Background: an optimization exercise with open tools, aiming at small area and a short achievable clock period. Do not read the settings as production practice.
At most, simulation tests tie the RTL to the original design; equivalence was not proved.
Only the layout flow was run in run 2; the RTL was not checked for function there.
No activity file was given, so power comes from the tool's default toggle rates.

[flow/run.sh]
#!/bin/bash
# synth_recipe.tcl (not shown) runs the flow's synth.tcl, then flattens the netlist and writes it again
# the make line also repeats each setting of config.mk as NAME=value (left out here)
make -C /OpenROAD-flow-scripts/flow DESIGN_CONFIG=/design/flow/config.mk WORK_HOME=/design/flow/orfs CLKGATE_MAP_FILE= SYNTH_SCRIPT=/design/flow/synth_recipe.tcl finish
[flow/config.mk]
export PLATFORM = sky130hd
export DESIGN_NAME = top
export DESIGN_NICKNAME = top
export VERILOG_FILES = /design/flow/design.v
export SDC_FILE = /design/flow/constraint.sdc
export NUM_CORES = 8
export LEC_CHECK = 0
export CAP_MARGIN = 40
export CORE_MARGIN = 2
export CORE_UTILIZATION = 30
export SLEW_MARGIN = 40
[flow/constraint.sdc]
create_clock -name core_clock -period 13.0 [get_ports {clk_in}]
set_input_delay 2.6000 -clock core_clock [delete_from_list [all_inputs] [get_ports {clk_in}]]
set_output_delay 2.6000 -clock core_clock [all_outputs]
set_load 0.01 [all_outputs]
[flow/design.v]
module PE (
    clk_in,
    activation_in,
    weight_in,
    psum_in,
    activation_out,
    psum_out
);
parameter WIDTH = 14;
input                  clk_in;
input      [9-1:0]     activation_in;
input      [9-1:0]     weight_in;
input      [WIDTH-1:0] psum_in;
output reg [WIDTH-1:0] psum_out;
output reg [9-1:0]     activation_out;
reg                    partial_product [0:9-1];
reg        [4-1:0]     population_count;
integer i;
always @(*) begin
    for (i = 0; i < 9; i = i + 1) begin
        partial_product[i] = activation_in[i] ~^ weight_in[i];
    end
end
always @(*) begin
    population_count = partial_product[0] +
                       partial_product[1] +
                       partial_product[2] +
                       partial_product[3] +
                       partial_product[4] +
                       partial_product[5] +
                       partial_product[6] +
                       partial_product[7] +
                       partial_product[8];    
end
always @(*) begin
    psum_out = $signed(2 * population_count - 4'd9) + psum_in;
end
always @(posedge clk_in) begin
    activation_out <= activation_in;
end
endmodule
module PE_column (
    clk_in,
    activation_in,
    weight_in,
    psum_in,
    psum_out
);
parameter WIDTH = 14;
parameter O_CH  = 64;
input                            clk_in;
input      [9-1:0]               activation_in;  
input      [9*O_CH-1:0]          weight_in;
input      [WIDTH*O_CH-1:0]      psum_in;
output     [WIDTH*O_CH-1:0]      psum_out;
wire       [9-1:0] activation[0:O_CH];
integer i, j;
assign activation[0] = activation_in;
generate
    genvar k;
    for (k = 0; k < O_CH; k = k + 1) begin : PE
        PE PE (
            .clk_in(clk_in),
            .activation_in(activation[k]),
            .weight_in(weight_in[9*(O_CH-k)-1-:9]),
            .psum_in(psum_in[WIDTH*(O_CH-k)-1-:WIDTH]),
            .activation_out(activation[k+1]),
            .psum_out(psum_out[WIDTH*(O_CH-k)-1-:WIDTH])
        );
    end
endgenerate
endmodule
module top (
    clk_in,
    rst_in,          
    data_in,         
    load_weight_in,  
    in_valid_in,     
    pop_in,          
    sum_out
);
parameter WIDTH = 14;
parameter OUT_ROW_LENGTH = 4;
parameter O_CH = 64;
input                            clk_in, rst_in;
input      [9-1:0]               data_in;  
input                            load_weight_in;  
input                            in_valid_in;
input                            pop_in;
output     [WIDTH-1:0]           sum_out;  
reg        [6-1:0]               weight_count_w;  
reg        [6-1:0]               weight_count_r;  
reg        [9-1:0]               weight_w[0:O_CH-1];
reg        [9-1:0]               weight_r[0:O_CH-1];
reg                              in_valid_r[0:O_CH-2];
reg        [WIDTH-1:0]           psum_w[0:O_CH-1][0:OUT_ROW_LENGTH-1];  
reg        [WIDTH-1:0]           psum_r[0:O_CH-1][0:OUT_ROW_LENGTH-1];
reg        [9-1:0]               PE_column_activation_input;  
reg        [9*O_CH-1:0]          PE_column_weight_input;  
reg        [WIDTH*O_CH-1:0]      PE_column_psum_input;  
wire       [WIDTH*O_CH-1:0]      PE_column_psum_output;  
reg        [8-1:0]               pop_count_w;  
reg        [8-1:0]               pop_count_r;  
integer                          i, j, m, n, p, q, r, s, t, u, v, w, x, y, z, a;
always @(*) begin
    if (load_weight_in == 1'b1) begin
        weight_count_w = weight_count_r + 1;
    end
    else begin
        weight_count_w = 6'd0;
    end
end
always @(posedge clk_in) begin
    weight_count_r <= weight_count_w;
end
always @(*) begin
    for (i = 0; i < O_CH; i = i + 1) begin
        weight_w[i] = weight_r[i];
    end
    if (load_weight_in == 1'b1) begin
        weight_w[weight_count_r] = data_in;
    end
end
always @(posedge clk_in) begin
    for (j = 0; j < O_CH; j = j + 1) begin
        weight_r[j] <= weight_w[j];
    end
end
always @(posedge clk_in) begin
    if (rst_in == 1'b0) begin
       for (a = 0; a <= O_CH-2; a = a + 1) begin
            in_valid_r[a] <= 1'b0;
        end 
    end
    else begin
        in_valid_r[0] <= in_valid_in;
        for (m = 1; m <= O_CH-2; m = m + 1) begin
            in_valid_r[m] <= in_valid_r[m-1];
        end
    end
end
always @(*) begin
    for (n = 0; n <= O_CH-1; n = n + 1) begin
        for (p = 0; p <= OUT_ROW_LENGTH-1; p = p + 1) begin
            psum_w[n][p] = psum_r[n][p];
        end
    end
    if (in_valid_in == 1'b1) begin
        psum_w[0][0] = PE_column_psum_output[WIDTH*O_CH-1-:WIDTH];
        for (q = 1; q <= OUT_ROW_LENGTH-1; q = q + 1) begin
            psum_w[0][q] = psum_r[0][q-1];
        end
    end
    for (r = 1; r <= O_CH-1; r = r + 1) begin
        if (in_valid_r[r-1] == 1'b1) begin
            psum_w[r][0] = PE_column_psum_output[WIDTH*(O_CH-r)-1-:WIDTH];
            for (s = 1; s <= OUT_ROW_LENGTH-1; s = s + 1) begin
                psum_w[r][s] = psum_r[r][s-1];
            end    
        end
    end
end
always @(posedge clk_in) begin
    if (rst_in == 1'b0) begin
        for (t = 0; t <= O_CH-1; t = t + 1) begin
            for (u = 0; u <= OUT_ROW_LENGTH-1; u = u + 1) begin
                psum_r[t][u] <= {WIDTH{1'b0}};
            end
        end
    end
    else begin
        for (v = 0; v <= O_CH-1; v = v + 1) begin
            for (w = 0; w <= OUT_ROW_LENGTH-1; w = w + 1) begin
                psum_r[v][w] <= psum_w[v][w];
            end
        end
    end
end
always @(*) begin
    if (in_valid_in == 1'b1) begin
        PE_column_activation_input = data_in;
    end
    else begin
        PE_column_activation_input = 9'd0;
    end
end
always @(*) begin
    for (x = 0; x < O_CH; x = x + 1) begin
        PE_column_weight_input[9*(O_CH-x)-1-:9] = weight_r[x];
    end
end
always @(*) begin
    for (y = 0; y <= O_CH-1; y = y + 1) begin
        PE_column_psum_input[WIDTH*(O_CH-y)-1-:WIDTH] = psum_r[y][OUT_ROW_LENGTH-1];
    end
end
PE_column PE_column (
    .clk_in(clk_in),
    .activation_in(PE_column_activation_input),
    .weight_in(PE_column_weight_input),
    .psum_in(PE_column_psum_input),
    .psum_out(PE_column_psum_output)
);
always @(*) begin
    if (pop_in == 1'b1) begin
        pop_count_w = pop_count_r + 1;
    end
    else begin
        pop_count_w = 8'd0;
    end
end
always @(posedge clk_in) begin
    pop_count_r <= pop_count_w;
end
assign sum_out = psum_r[pop_count_r[7:2]][2'd3-pop_count_r[1:0]];
endmodule
==> results of run 1 <==
## layer usage
metal / track usage [%] / up-vias / share of wire (%)
li1: - / 87400 / -
met1: 63.1 / 122000 / 40
met2: 61.4 / 22300 / 35
met3: 34.0 / 4994 / 17
met4: 33.2 / 164 / 7.9
met5: 5.19 / - / 0.24
## cells in the mapped netlist (all sizes together) (196+ instances only)
cell       n
nand4    196
inv      861
o21ai    558
xor2     581
nor3     431
a22o     207
nor2b   3436
o22ai    224
fa       384
a22oi   1271
xnor2    793
nand3    308
a21oi    587
ha       968
buf      241
mux2i   3222
dfxtp   4228
edfxtp   576
clkbuf  1089
nor2     842
nand2    587
## layout by cell type, fill, tap and decap left out, types with 86 or more instances in the layout
cell       netlist  routed
dfxtp_1       4228    3980
nor2b_1       3436    3434
mux2i_1       3222    3222
a22oi_1       1271    1237
buf_4           10    1107
ha_1           968     956
inv_1          860     852
xnor2_1        793     771
nor2_1         841     652
clkbuf_16        0     622
nand2_1        587     587
xor2_1         581     581
edfxtp_1       576     576
diode_2          0     552
o21ai_0        556     529
a21oi_1        584     493
nor3_1         430     422
fa_1           384     353
nand3_1        307     303
o22ai_1        224     211
a22o_1         207     206
nand4_1        196     196
o21a_1         189     189
dfxtp_2          0     184
nand3b_1       147     147
clkbuf_1      1089     144
a211oi_1       147     140
a222oi_1       134     134
clkbuf_8         0     120
nor4_1         123     111
and2_1         117     111
nand2b_1       109     109
nor2_2           1     104
a221oi_1       115     101
clkinv_2         0     101
o211ai_1        98      98
o211a_1         93      93
nor2_4           0      86
## through the flow
step	total power, uW	cell area (sq um)
final	59800	289000
after global routing	60700	288000
after global placement	39400	263000
after floorplan	27600	243000
after detailed placement	39900	266000
after CTS	58200	287000
## sequential cells by signal, indices dropped and copies added (netlist names)
name / count
pop_count_r: 8
in_valid_r: 63
psum_r: 3584
weight_r: 576
PE_column.PE.PE.activation_out: 567
weight_count_r: 6
## final cells by class
type	count	area (sq um)	area share (%)
well taps	10800	13500	4.67
flip-flops and latches	4804	102000	35.4
diodes	552	1380	0.478
repair buffers	1310	11300	3.92
clock buffers	884	17700	6.13
multi-input cells	16900	136000	47.1
inverters	861	3230	1.12
clock inverters	238	3400	1.18
## cell families after synthesis
kind of cell | after synthesis | share of synthesized area (%)
buffers and inverters | 2191 | 3.48
adder cells (fa/ha/maj) | 1352 | 8.15
flip-flops | 4804 | 42.0
AND/OR/NAND/NOR | 6653 | 15.5
multiplexers | 3226 | 13.3
XOR/XNOR | 1374 | 4.95
AO/OA/AOI/OAI | 4310 | 12.6
## worst min path at each step
stage                                                     start                                     to  slack [ps]  cells past startpoint
after detailed placement   PE_column.PE[6].PE.activation_out[0]   PE_column.PE[7].PE.activation_out[0]         350                      0
after global routing      PE_column.PE[55].PE.activation_out[8]  PE_column.PE[56].PE.activation_out[8]         340                      0
after CTS                 PE_column.PE[55].PE.activation_out[8]  PE_column.PE[56].PE.activation_out[8]         330                      0
final                      PE_column.PE[8].PE.activation_out[5]   PE_column.PE[9].PE.activation_out[5]         340                      0
after floorplan            PE_column.PE[9].PE.activation_out[0]  PE_column.PE[10].PE.activation_out[0]         350                      0
after global placement    PE_column.PE[38].PE.activation_out[5]  PE_column.PE[39].PE.activation_out[5]         350                      0
## worst reg2reg max path: cells and delay by family, from the launching register on
family	cells	cell delay (ps)
adders and majority gates	6	3470
AOI/OAI and AO/OA	5	2750
DFF	1	380
xor gates and xnor gates	4	1270
and+or+nand+nor	1	110
buffers and inverters	2	120
## report_power, final
| part | switching, uW | total [uW] | internal, uW |
|---|---|---|---|
| Combinational | 17800 | 25700 | 7880 |
| Clock | 7970 | 18500 | 10500 |
| Sequential | 393 | 15700 | 15300 |
==> metrics.yaml, run 1 <==
run_status:
  status: "complete, no violations"
clock_network:
  clock_latency_ps: 1230
  cts_tree: "done"
  cts_max_level: 6
  cts_resized: 0
  cts_setup_buffers: 0
  cts_root_buffer: "clkbuf_16"
  clk_pin_slew_ps: 60
  postCtsHoldBufs: 0
  clockBufferDepth: 4
  numCtsBuffers: 614
  clkSinkCount: 4804
finish:
  area_growth_pct: 18.9
  fin_cells: 36400
  drive_above_1_share_pct: 12.6
  fill_cells: 81100
  utilization_pct: 35.8
  finalNetCount: 25900
setup_path:
  critPathCaptureType: "output pin"
  path_class: "register to output pin"
  crit_top_cell: "buf_4"
  critical_path.endpoint: "sum_out[4]"
  crit_chain: "buf_4 > nand3b_4 > buf_4 > nor2_4 > buf_4 > nor4_1 > nand4_1 > nor3_1 > nand4_1 > nor4b_4 > buf_4 > a2111o_1 > clkdlybuf4s50_1"
  cp_max_fo: 24
  ff2ff_path_depth: 18
  cp.depth: 13
  start_kind: "register"
  cp.required_ps: 10400
  max_stage_delay_ps: 890
  path_delay_family: "buffers and inverters"
  r2r_start: "weight_r[19][3]"
  path_buf_inv: 5
  startpoint: "pop_count_r[3]"
  crit-reg2reg-capture: "psum_r[76][10]"
  slowest_stage: "a2111o_1"
  arrival_ps: 7870
  r2r_slack_ps: 4830
placement:
  portBuffers: 27
  place_inst: 34600
  dpl_worst_slack_ps: 3520
  dp_hpwl_mm: 1770
  gp_congestion: 1.21
sta:
  max_freq_mhz: 95.6
  grt_setup_unrepaired: "false"
  final.setup.worst_slack_ps: 2530
  worst_pin_slew_ps: 1190
  skew_ps: 94.7
  hold_slack_ps: 345
  hold_violations: 0
  setup_tns_ps: 0
  finalSetupViolations: 0
  slew_viol_final: 0
  finalCritPeriodShare_pct: 80.5
  slew_headroom_pct: 20.3
  post-route-min-period_ps: 10470
floorplan:
  initial_core_util_pct: 30.1
  coreArea_sq_um: 807000
  ios: 28
  dieArea_sq_um: 817000
  rows: 330
  die_width_microns: 904
  die_h_microns: 904
route:
  drc: 0
  firstDrtPassIters: 10
  wire_per_inst_microns: 59.8
  vias: 237000
  antenna_left: 0
  wl_mm: 2170
  drtIter0Drc: 45500
  vias_per_cell: 6.51
logic_synthesis:
  yosysWarnings: 9
  synth_cell_types: 94
  ys_async_sr_fraction_pct: 0
  ys.flop_type: "dfxtp_1"
  synth_cells: 23900
  seq_area_frac_synth_pct: 42.0
  syn_nets: 25300
  synth-edff-count: 576
  netlist.area_leader.share_pct: 34.8
  synth_area_per_cell_sq_um: 10.2
  yosys_register_bits: 4804
  synthTopCellsByArea: "dfxtp_1 (35%), mux2i_1 (13%), nor2b_1 (8.8%)"
  synth_area_sq_um: 243000
  synth_area_leader_cell: "dfxtp_1"
global_routing:
  grt_usage_pct: 50.7
  grt.overflow.total: 0
  grt_pass1_wl_mm: 2580
  grt_max_degree: 202
  antenna_found_initial: 653
  grt_pass1_vias: 196000
worst_hold_path:
  holdCritPathClass: "register to register"
power:
  power_density_nw_per_um2: 207
  power_leakage_uw: 0.0995
  max-vdd-ir-drop_v: 0.000280
run:
  max_cap_violations: 0
==> run 2: changes to the inputs <==
==> flow/design.v (replaced) <==
module PE (
    activation_in,
    weight_in,
    psum_in,
    psum_out
);
parameter WIDTH = 14;
input      [9-1:0]     activation_in;
input      [9-1:0]     weight_in;
input      [WIDTH-1:0] psum_in;
output     [WIDTH-1:0] psum_out;
wire       [9-1:0]     match = activation_in ~^ weight_in;
wire       [4-1:0]     population_count = match[0] + match[1] + match[2] +
                                          match[3] + match[4] + match[5] +
                                          match[6] + match[7] + match[8];
assign psum_out = psum_in + {population_count, 1'b0} - 9;
endmodule
module PE_column (
    clk_in,
    rst_in,
    active_in,
    activation_in,
    load_in,
    data_in,
    sel_in,
    zero_out,
    psum_out
);
parameter WIDTH = 14;
input                    clk_in;
input                    rst_in;
input                    active_in;
input      [9-1:0]       activation_in;
input                    load_in;
input      [9-1:0]       data_in;
input      [2-1:0]       sel_in;
output                   zero_out;
output     [WIDTH-1:0]   psum_out;
reg        [9-1:0]       weight_r;
reg        [4-1:0]       zero_r;
reg        [WIDTH-1:0]   psum_r [0:3];
wire       [WIDTH-1:0]   oldest = zero_r[3] ? {WIDTH{1'b0}} : psum_r[3];
wire       [WIDTH-1:0]   sum;
PE #(.WIDTH(WIDTH)) PE (
    .activation_in(activation_in),
    .weight_in(weight_r),
    .psum_in(oldest),
    .psum_out(sum)
);
always @(posedge clk_in) begin
    if (load_in) weight_r <= data_in;
end
always @(posedge clk_in) begin
    if (!rst_in) zero_r <= 4'b1111;
    else if (active_in) zero_r <= {zero_r[2:0], 1'b0};
end
always @(posedge clk_in) begin
    if (active_in) begin
        psum_r[0] <= sum;
        psum_r[1] <= psum_r[0];
        psum_r[2] <= psum_r[1];
        psum_r[3] <= psum_r[2];
    end
end
assign zero_out = zero_r[~sel_in];
assign psum_out = psum_r[~sel_in];
endmodule
module top (
    clk_in,
    rst_in,
    data_in,
    load_weight_in,
    in_valid_in,
    pop_in,
    sum_out
);
parameter WIDTH = 14;
parameter O_CH = 64;
input                            clk_in, rst_in;
input      [9-1:0]               data_in;
input                            load_weight_in;
input                            in_valid_in;
input                            pop_in;
output     [WIDTH-1:0]           sum_out;
reg        [6-1:0]               weight_count_r;
reg        [8-1:0]               pop_count_r;
reg        [9-1:0]               activation_r [1:O_CH-1];
reg                              in_valid_r   [1:O_CH-1];
wire       [WIDTH-1:0]           row_sum  [0:O_CH-1];
wire                             row_zero [0:O_CH-1];
always @(posedge clk_in) begin
    weight_count_r <= load_weight_in ? weight_count_r + 6'd1 : 6'd0;
    pop_count_r    <= pop_in ? pop_count_r + 8'd1 : 8'd0;
end
integer m;
always @(posedge clk_in) begin
    activation_r[1] <= data_in;
    in_valid_r[1]   <= rst_in & in_valid_in;
    for (m = 2; m < O_CH; m = m + 1) begin
        activation_r[m] <= activation_r[m-1];
        in_valid_r[m]   <= rst_in & in_valid_r[m-1];
    end
end
genvar k;
generate
    for (k = 0; k < O_CH; k = k + 1) begin : ROW
        PE_column #(.WIDTH(WIDTH)) PE_column (
            .clk_in(clk_in),
            .rst_in(rst_in),
            .active_in(k == 0 ? in_valid_in : in_valid_r[k == 0 ? 1 : k]),
            .activation_in(k == 0 ? data_in : activation_r[k == 0 ? 1 : k]),
            .load_in(load_weight_in && weight_count_r == k),
            .data_in(data_in),
            .sel_in(pop_count_r[1:0]),
            .zero_out(row_zero[k]),
            .psum_out(row_sum[k])
        );
    end
endgenerate
wire [5:0] row_sel = pop_count_r[7:2];
assign sum_out = row_zero[row_sel] ? {WIDTH{1'b0}} : row_sum[row_sel];
endmodule
==> metrics.yaml, run 2 <==
run_status:
  status: "complete, no violations"
clock_network:
  clkSinkCount: 5060  # +5.3%
  clockBufferDepth: 4  # unchanged
  cts_setup_buffers: 0  # unchanged
  numCtsBuffers: 555  # -9.6%
  cts_resized: 0  # unchanged
  clock_latency_ps: 1140  # -90 ps
  clk_pin_slew_ps: 60  # about the same
  cts_max_level: 6  # unchanged
  cts_tree: "done"
  cts_root_buffer: "clkbuf_16"
  postCtsHoldBufs: 0  # unchanged
route:
  vias: 159000  # -33%
  firstDrtPassIters: 17  # +7
  vias_per_cell: 5.53  # -15%
  wire_per_inst_microns: 32.1  # -46%
  wl_mm: 923  # -58%
  drc: 0  # unchanged
  drtIter0Drc: 27800  # -39%
  antenna_left: 0  # unchanged
logic_synthesis:
  synth_compound_area_share_pct: 10.9  # -1.7 points
  ys_async_sr_fraction_pct: 0  # unchanged
  ys.flop_type: "edfxtp_1"
  netlist.area_leader.share_pct: 53.9  # +19 points
  syn_nets: 19200  # -24%
  yosys_register_bits: 5060  # +5.3%
  yosysMostFrequentCell: "edfxtp_1"
  synth_area_sq_um: 232000  # -4.6%
  synthTopCellsByArea: "edfxtp_1 (54%), dfxtp_1 (7.8%), ha_1 (6.3%)"
  synth_area_per_cell_sq_um: 13.1  # +29%
  yosys.area_share.adder_pct: 9.58  # +1.4 points
  seq_area_frac_synth_pct: 61.7  # +20 points
  yosysWarnings: 7  # -2
  synth-xor-area-share_pct: 5.36  # +0.40 points
  synth_cell_types: 86  # -8.5%
  synth_simple_gate_area_share_pct: 7.81  # -7.7 points
  synth-edff-count: 4160  # +620%
  synth_area_leader_cell: "edfxtp_1"
  yosys-top-cells-count: "edfxtp_1 (4160), inv_1 (1625), ha_1 (1160)"
  synth_cells: 17700  # -26%
  synth_top_family_by_area: "compound AO/OA/AOI/OAI gates"
  synth_mux_area_share_pct: 0.821  # -12 points
floorplan:
  rows: 322  # -2.4%
  die_width_microns: 883  # -2.3%
  ios: 28  # unchanged
  coreArea_sq_um: 769000  # -4.7%
  dieArea_sq_um: 779000  # -4.6%
  die_h_microns: 883  # -2.3%
  initial_core_util_pct: 30.1  # +0.038 points
power:
  p_int_uw: 30700  # -9.0%
  p_sw_uw: 13400  # -49%
  seqPwrFrac_pct: 41.5  # +15 points
  swShare_pct: 30.5  # -13 points
  p_clk_share_pct: 36.2  # +5.3 points
  power_leakage_uw: 0.0997  # +0.19%
  combPwrFrac_pct: 22.3  # -21 points
  max-vdd-ir-drop_v: 0.000170  # -39%
  power_density_nw_per_um2: 166  # -20%
finish:
  largest_reg_flops: 3584  # unchanged
  multi_input_area_sq_um: 81300  # -40%
  finalNetCount: 19600  # -24%
  area_growth_pct: 14.8
  fill_cells: 74500  # -8.1%
  regMostFlops: "ROW.PE_column.psum_r"
  ff_latch_area_sq_um: 143000  # +40%
  drive_above_1_share_pct: 8.81  # -3.8 points
  top_regs: "ROW.PE_column.psum_r: 3584 flops, ROW.PE_column.weight_r: 576 flops, activation_r: 567 flops"
  final_common_cell: "edfxtp_1"
  stdcell_area_sq_um: 266000  # -7.9%
  mostFrequentLayoutCells: "edfxtp_1 (4160), inv_1 (1625), ha_1 (1156)"
setup_path:
  critPathCaptureType: "output pin"
  cp.required_ps: 10400  # about the same
  r2r_start: "ROW[17].PE_column.weight_r[3]"
  cp_max_fo: 108  # +350%
  path_class: "register to output pin"
  start_kind: "register"
  r2r_slack_ps: 6100  # +1270 ps
  ff2ff_path_depth: 20  # +2
  crit-reg2reg-capture: "ROW[17].PE_column.psum_r[0][13]"
  arrival_ps: 7370  # -500 ps
placement:
  portBuffers: 27  # unchanged
  place_area_sq_um: 248000  # -6.8%
  gp_congestion: 1.06  # -12%
  dp_hpwl_mm: 681  # -62%
sta:
  slew_headroom_pct: 28.7  # +8.5 points
  post-route-min-period_ps: 9970  # -495 ps
  skew_ps: 71.2  # -23.5 ps
  grt_setup_unrepaired: "false"
  worst_pin_slew_ps: 1070  # -117 ps
  finalSetupViolations: 0  # unchanged
  max_freq_mhz: 100  # +5.0%
  setup_tns_ps: 0  # unchanged
  hold_violations: 0  # unchanged
  slew_viol_final: 0  # unchanged
  finalCritPeriodShare_pct: 76.7  # -3.8 points
worst_hold_path:
  hold_end: "activation_r[46][7]"
  hold_start: "activation_r[45][7]"
  holdCritPathClass: "register to register"
  hold_depth: 0  # unchanged
global_routing:
  grt.overflow.total: 0  # unchanged
  grt_max_degree: 136  # -33%
  grt_pass1_wl_mm: 1240  # -52%
  antenna_found_initial: 125  # -81%
  grt_pass1_vias: 149000  # -24%
  grt_usage_pct: 22.8  # -28 points
run:
  max_cap_violations: 0  # unchanged
==> run 2: cell count changes after synthesis, sizes merged, moves of 184 or more <==
| cell | before | now |
|---|---|---|
| a21oi | 587 | 805 |
| a222oi | 134 | 858 |
| a22o | 207 | 23 |
| a22oi | 1271 | 202 |
| clkbuf | 1089 | 454 |
| dfxtp | 4228 | 900 |
| edfxtp | 576 | 4160 |
| ha | 968 | 1160 |
| inv | 861 | 1625 |
| mux2i | 3222 | 190 |
| nand2 | 587 | 884 |
| nand2b | 109 | 794 |
| nor2b | 3436 | 254 |
| nor3 | 431 | 193 |
==> run 2: worst max-delay path, stage by stage, from the launching register on <==
cell and delay (ps):
dfxtp_1 660, ha_4 690, inv_8 340, buf_12 320, buf_4 400, o21ai_0 480, o22ai_1 420, nor4_1 790
o2111ai_1 600, nor3_1 510, a221oi_1 290, clkdlybuf4s50_1 570
==> run 2: logic make-up (layout without fill, tap and decap cells) <==
group	count (synthesis)	in the layout
multiplexers	190	190
AO/OA/AOI/OAI	3539	3539
other	0	94
flip-flops	5060	5060
adder cells (fa/ha/maj)	1544	1544
AND/OR/NAND/NOR	3623	3623
buffers and inverters	2299	3122
XOR/XNOR	1417	1417
==> run 2: layout make-up <==
cell class                      instances  share of cell area (%)
Timing Repair Buffer                  486                    1.74
Multi-Input combinational cell      10300                    30.5
Sequential cell                      5060                    53.8
Tap cell                            10200                    4.80
Clock inverter                        261                    1.02
Inverter                             1626                    2.30
Antenna cell                           94                  0.0884
Clock buffer                          749                    5.73
==> run 2: stage by stage <==
step	instances	hold WS, ps	power (uW)	utilization [%]	setup slack (ps)
after floorplan	17700	349	24300	-	5840
after global placement	27600	352	28000	32.0	3540
after detailed placement	27700	353	28200	32.2	4240
after CTS	28700	354	43900	34.5	3120
after global routing	28700	358	45400	34.6	3090
final	28800	349	44100	34.6	3030
==> run 2: how the worst max path moves through the flow <==
stage                               from                             end  slack [ps]  depth (start not counted)
final                     pop_count_r[0]                     sum_out[13]        3030                         11
after global routing      pop_count_r[0]                     sum_out[13]        3090                         11
after CTS                 pop_count_r[0]                     sum_out[13]        3120                         11
after detailed placement      data_in[0]  ROW[0].PE_column.psum_r[0][12]        4240                         21
after global placement        data_in[3]  ROW[0].PE_column.psum_r[0][10]        3540                         21
after floorplan               data_in[3]  ROW[0].PE_column.psum_r[0][12]        5840                         20
==> run 2: metal layers <==
metal,up-vias,wire length (microns),global-route usage [%]
li1,66400,-,-
met1,79900,345000,29.5
met2,10800,378000,32.3
met3,2063,127000,7.94
met4,42,73200,15.0
met5,-,306,0
==> run 2: power groups by stage <==
stage / sequential [uW] / combinational, uW / clock, uW
after CTS: 18300 / 9630 / 16000
after floorplan: 18600 / 5750 / 0
after global placement: 18600 / 9390 / 0
final: 18300 / 9840 / 16000
after detailed placement: 18600 / 9540 / 0
after global routing: 18300 / 10500 / 16600

[separate check: timing with driven ports]
How much do the figures lean on ideal ports? The routed layouts below were timed once more, with nothing changed but the port constraints. Step 1 assumes that a clkbuf_16 drives the clock port and a buf_2 every other input. Step 2 times the ports against the registers' clock, not the clock port: input delays grow and output delays shrink by t, the midpoint of the rising clock arrivals with the driver on. a / b / c = ideal ports / drivers / drivers and shift; a / b = the first two.
run | shift t [ns] | slack for setup (ns) | worst setup path at the end | cell pins on the clock port's net
run 1 | 1.337 | 2.535 / 2.387 / 3.356 | input to register | 1
run 2 | 1.233 | 3.029 / 2.895 / 4.121 | input to register | 1
After both steps every run listed still meets setup and hold.
